Source: an optimization exercise on an open RTL-to-GDS flow (aim: small area, a short achievable clock period and few clock cycles). Production flows keep margins and buffers that such runs may drop. Where RTL was checked, it was by simulation tests only, not by an equivalence proof against the original. The flow treats the clock pin as an ideal source. Dropping or thinning the clock tree relies on that and would not hold on a real chip. Power is estimated from default activity; no workload was simulated.

build 72:
==> flow/design.v <==
module performance_counter #(
    parameter COUNTER_WIDTH = 16
) (
    input  logic                        clk,
    input  logic                        rst_n,
    input  logic                        block_completed,
    output logic [COUNTER_WIDTH-1:0]    blocks_processed,
    output logic [COUNTER_WIDTH-1:0]    cycles_elapsed
);
    logic [COUNTER_WIDTH-1:0] blocks_next;
    assign blocks_next = rst_n ? blocks_processed + 1'b1 : '0;
    always_ff @(posedge clk) begin
        if (block_completed || !rst_n)
            blocks_processed <= blocks_next;
    end
    always_ff @(posedge clk) begin
        if (!rst_n)
            cycles_elapsed <= '0;
        else
            cycles_elapsed <= cycles_elapsed + 1'b1;
    end
endmodule
module encrypt_engine #(
    parameter BLOCK_WIDTH = 32
) (
    input  logic [BLOCK_WIDTH-1:0]  data_in,
    output logic [BLOCK_WIDTH-1:0]  data_out
);
    localparam logic [8*32-1:0] KEYS = {
        32'h55555555, 32'hAAAAAAAA, 32'h76543210, 32'hFEDCBA98,
        32'h9ABCDEF0, 32'h12345678, 32'hCAFEBABE, 32'hDEADBEEF
    };
    always_comb begin
        data_out = data_in;
        for (int r = 0; r < 8; r++) begin
            data_out = data_out ^ KEYS[r*32 +: 32];
            data_out = {data_out[BLOCK_WIDTH-2:0], data_out[BLOCK_WIDTH-1]};
        end
    end
endmodule
module crypto_accelerator_top #(
    parameter BLOCK_WIDTH = 32,
    parameter COUNTER_WIDTH = 16
) (
    input  logic                        clk,
    input  logic                        rst_n,
    input  logic [BLOCK_WIDTH-1:0]      data_in,
    input  logic                        data_in_valid,
    output logic                        data_in_ready,
    output logic [BLOCK_WIDTH-1:0]      data_out,
    output logic                        data_out_valid,
    input  logic                        data_out_ready,
    output logic [COUNTER_WIDTH-1:0]    blocks_processed,
    output logic [COUNTER_WIDTH-1:0]    cycles_elapsed
);
    logic [BLOCK_WIDTH-1:0] encrypted;
    logic [BLOCK_WIDTH-1:0] skid_data;
    logic                   skid_valid;    
    logic                   in_ready;      
    logic                   out_empty;     
    logic                   out_load;
    encrypt_engine #(.BLOCK_WIDTH(BLOCK_WIDTH)) u_encrypt_engine (
        .data_in  (data_in),
        .data_out (encrypted)
    );
    assign data_in_ready = in_ready;
    assign out_load = out_empty || data_out_ready;
    always_ff @(posedge clk) begin
        if (!rst_n) begin
            data_out_valid <= 1'b0;
            out_empty      <= 1'b1;
            skid_valid     <= 1'b0;
            in_ready       <= 1'b1;
        end else if (out_load) begin
            data_out_valid <= skid_valid || data_in_valid;
            out_empty      <= !(skid_valid || data_in_valid);
            skid_valid     <= 1'b0;
            in_ready       <= 1'b1;
        end else if (!skid_valid) begin
            skid_valid     <= data_in_valid;
            in_ready       <= !data_in_valid;
        end
    end
    always_ff @(posedge clk) begin
        if (out_load)
            data_out <= skid_valid ? skid_data : encrypted;
    end
    always_ff @(posedge clk) begin
        if (!skid_valid)
            skid_data <= encrypted;
    end
    performance_counter #(.COUNTER_WIDTH(COUNTER_WIDTH)) u_performance_counter (
        .clk              (clk),
        .rst_n            (rst_n),
        .block_completed  (!out_empty && data_out_ready),
        .blocks_processed (blocks_processed),
        .cycles_elapsed   (cycles_elapsed)
    );
endmodule
export LEC_CHECK = 0
export CAP_MARGIN = 20
export CORE_MARGIN = 2
export CORE_UTILIZATION = 35
export SLEW_MARGIN = 20
create_clock -name core_clock -period 6.0 [get_ports {clk}]
standard.sh (not shown) runs the stock make flow with config.mk's settings and CLKGATE_MAP_FILE= SYNTH_SCRIPT=/design/flow/synth_recipe.tcl, a recipe that flattens the netlist after the stock synthesis.
==> flow/flow/run.sh <==
#!/bin/bash
# Own layout flow: the standard ORFS flow (standard.sh) with
#  - every input and output port buffered by a plain sky130_fd_sc_hd__buf_1
#    (timing repair sizes it as needed) instead of the delay buffer
#    buffer_ports picks by default;
#  - ORFS's cts step replaced by flow/cts.tcl: a balanced one-level clock
#    tree (the clock port drives 4 clkbuf_16, each driving a cluster of
#    flip-flops), then setup repair aiming at REPAIR_MARGIN ns of slack;
#  - the same setup margin for the repair after global routing.
# Each step's output goes to its own log in the work folder (flow_place.log,
# flow_cts.log, flow_finish.log); ORFS's steps also keep their logs under
# orfs/logs/.
set -euo pipefail
REPAIR_MARGIN=${REPAIR_MARGIN:-4.0}
export BUFFER_PORTS_ARGS="-buffer_cell sky130_fd_sc_hd__buf_1"
bash standard.sh place > flow_place.log 2>&1
RESULTS_DIR=orfs/results/$FLOW_PLATFORM/crypto_accelerator_top/base \
PLATFORM_DIR=$FLOW_HOME/platforms/$FLOW_PLATFORM \
CTS_CLOCK_PORT=clk CTS_NBUF=4 CTS_BUF_CELL=sky130_fd_sc_hd__clkbuf_16 \
CTS_REPAIR_MARGIN=$REPAIR_MARGIN \
  openroad -no_init -exit flow/cts.tcl > flow_cts.log 2>&1
export SETUP_SLACK_MARGIN=$REPAIR_MARGIN
bash standard.sh > flow_finish.log 2>&1
Other scripts of this flow, unchanged in this note and not shown: flow/flow/cts.tcl
Testbench counts of build 72, summed over its fixed seeds: cycles 11,071.
--- input diff build 72..build 85 ---
==> flow/design.v, changed modules only <==
module performance_counter #(
    parameter COUNTER_WIDTH = 16
) (
    input  logic                        clk,
    input  logic                        rst_n,
    input  logic                        block_completed,
    output logic [COUNTER_WIDTH-1:0]    blocks_processed,
    output logic [COUNTER_WIDTH-1:0]    cycles_elapsed
);
    always_ff @(posedge clk) begin
        if (!rst_n)
            blocks_processed <= '0;
        else if (block_completed)
            blocks_processed <= blocks_processed + 1'b1;
    end
    always_ff @(posedge clk) begin
        if (!rst_n)
            cycles_elapsed <= '0;
        else
            cycles_elapsed <= cycles_elapsed + 1'b1;
    end
endmodule
Results
Register fraction of the total cell area in build 85 vs build 72: down 0.69 points
Looking at worst-path cell with the longest stage delay, the sky130_fd_sc_hd__edfxtp_1 result is from build 72; the sky130_fd_sc_hd__or3_4 one comes from build 85.
Number of vias in the routed layout: build 85 worse than build 72
Of the two candidates, build 72 has the worse register-to-register slack and build 85 the better one.
Number of well-tap cells placed (higher): build 72
As of build 85, number of standard cells in the layout, taps in and fillers out had fallen slightly compared to build 72.
On logic gate share of total power: between build 72 and build 85, it ends up higher for build 72.
Function not checked in build 85: the RTL went through the layout flow alone. In every run of this note, the design's own scripts or RTL, not TritonCTS, make the clock network.

[what the ideal ports hide]
In the flow no input, the clock included, has a driving cell. The finished layouts below were timed again as built, in two steps. Step 1 (the two cells are an assumption about what drives the block):
set clk [get_ports {clk}]
set_driving_cell -lib_cell sky130_fd_sc_hd__clkbuf_16 $clk
set_driving_cell -lib_cell sky130_fd_sc_hd__buf_2 [delete_from_list [all_inputs] $clk]
Step 2 times the ports against the registers' clock, not the clock port: input delays grow and output delays shrink by t, the midpoint of the rising clock arrivals with the driver on. Slacks: no drivers / after step 1 / after step 2; pairs: no drivers / after step 1.
run | shift t [ns] | setup WS [ns] | hold slack, ns | slew at the worst register clock pin (ns)
build 72 | 0.235 | 4.041 / 3.964 / 3.869 | 0.475 / 0.475 / 0.475 | 0.10 / 0.10
build 85 | 0.231 | 3.808 / 3.845 / 3.614 | 0.479 / 0.479 / 0.479 | 0.11 / 0.11
After both steps setup and hold are still met in every run listed. The setup slack of build 85, which loses most, moves by +0.037 ns with the drivers and by -0.194 ns with both steps.
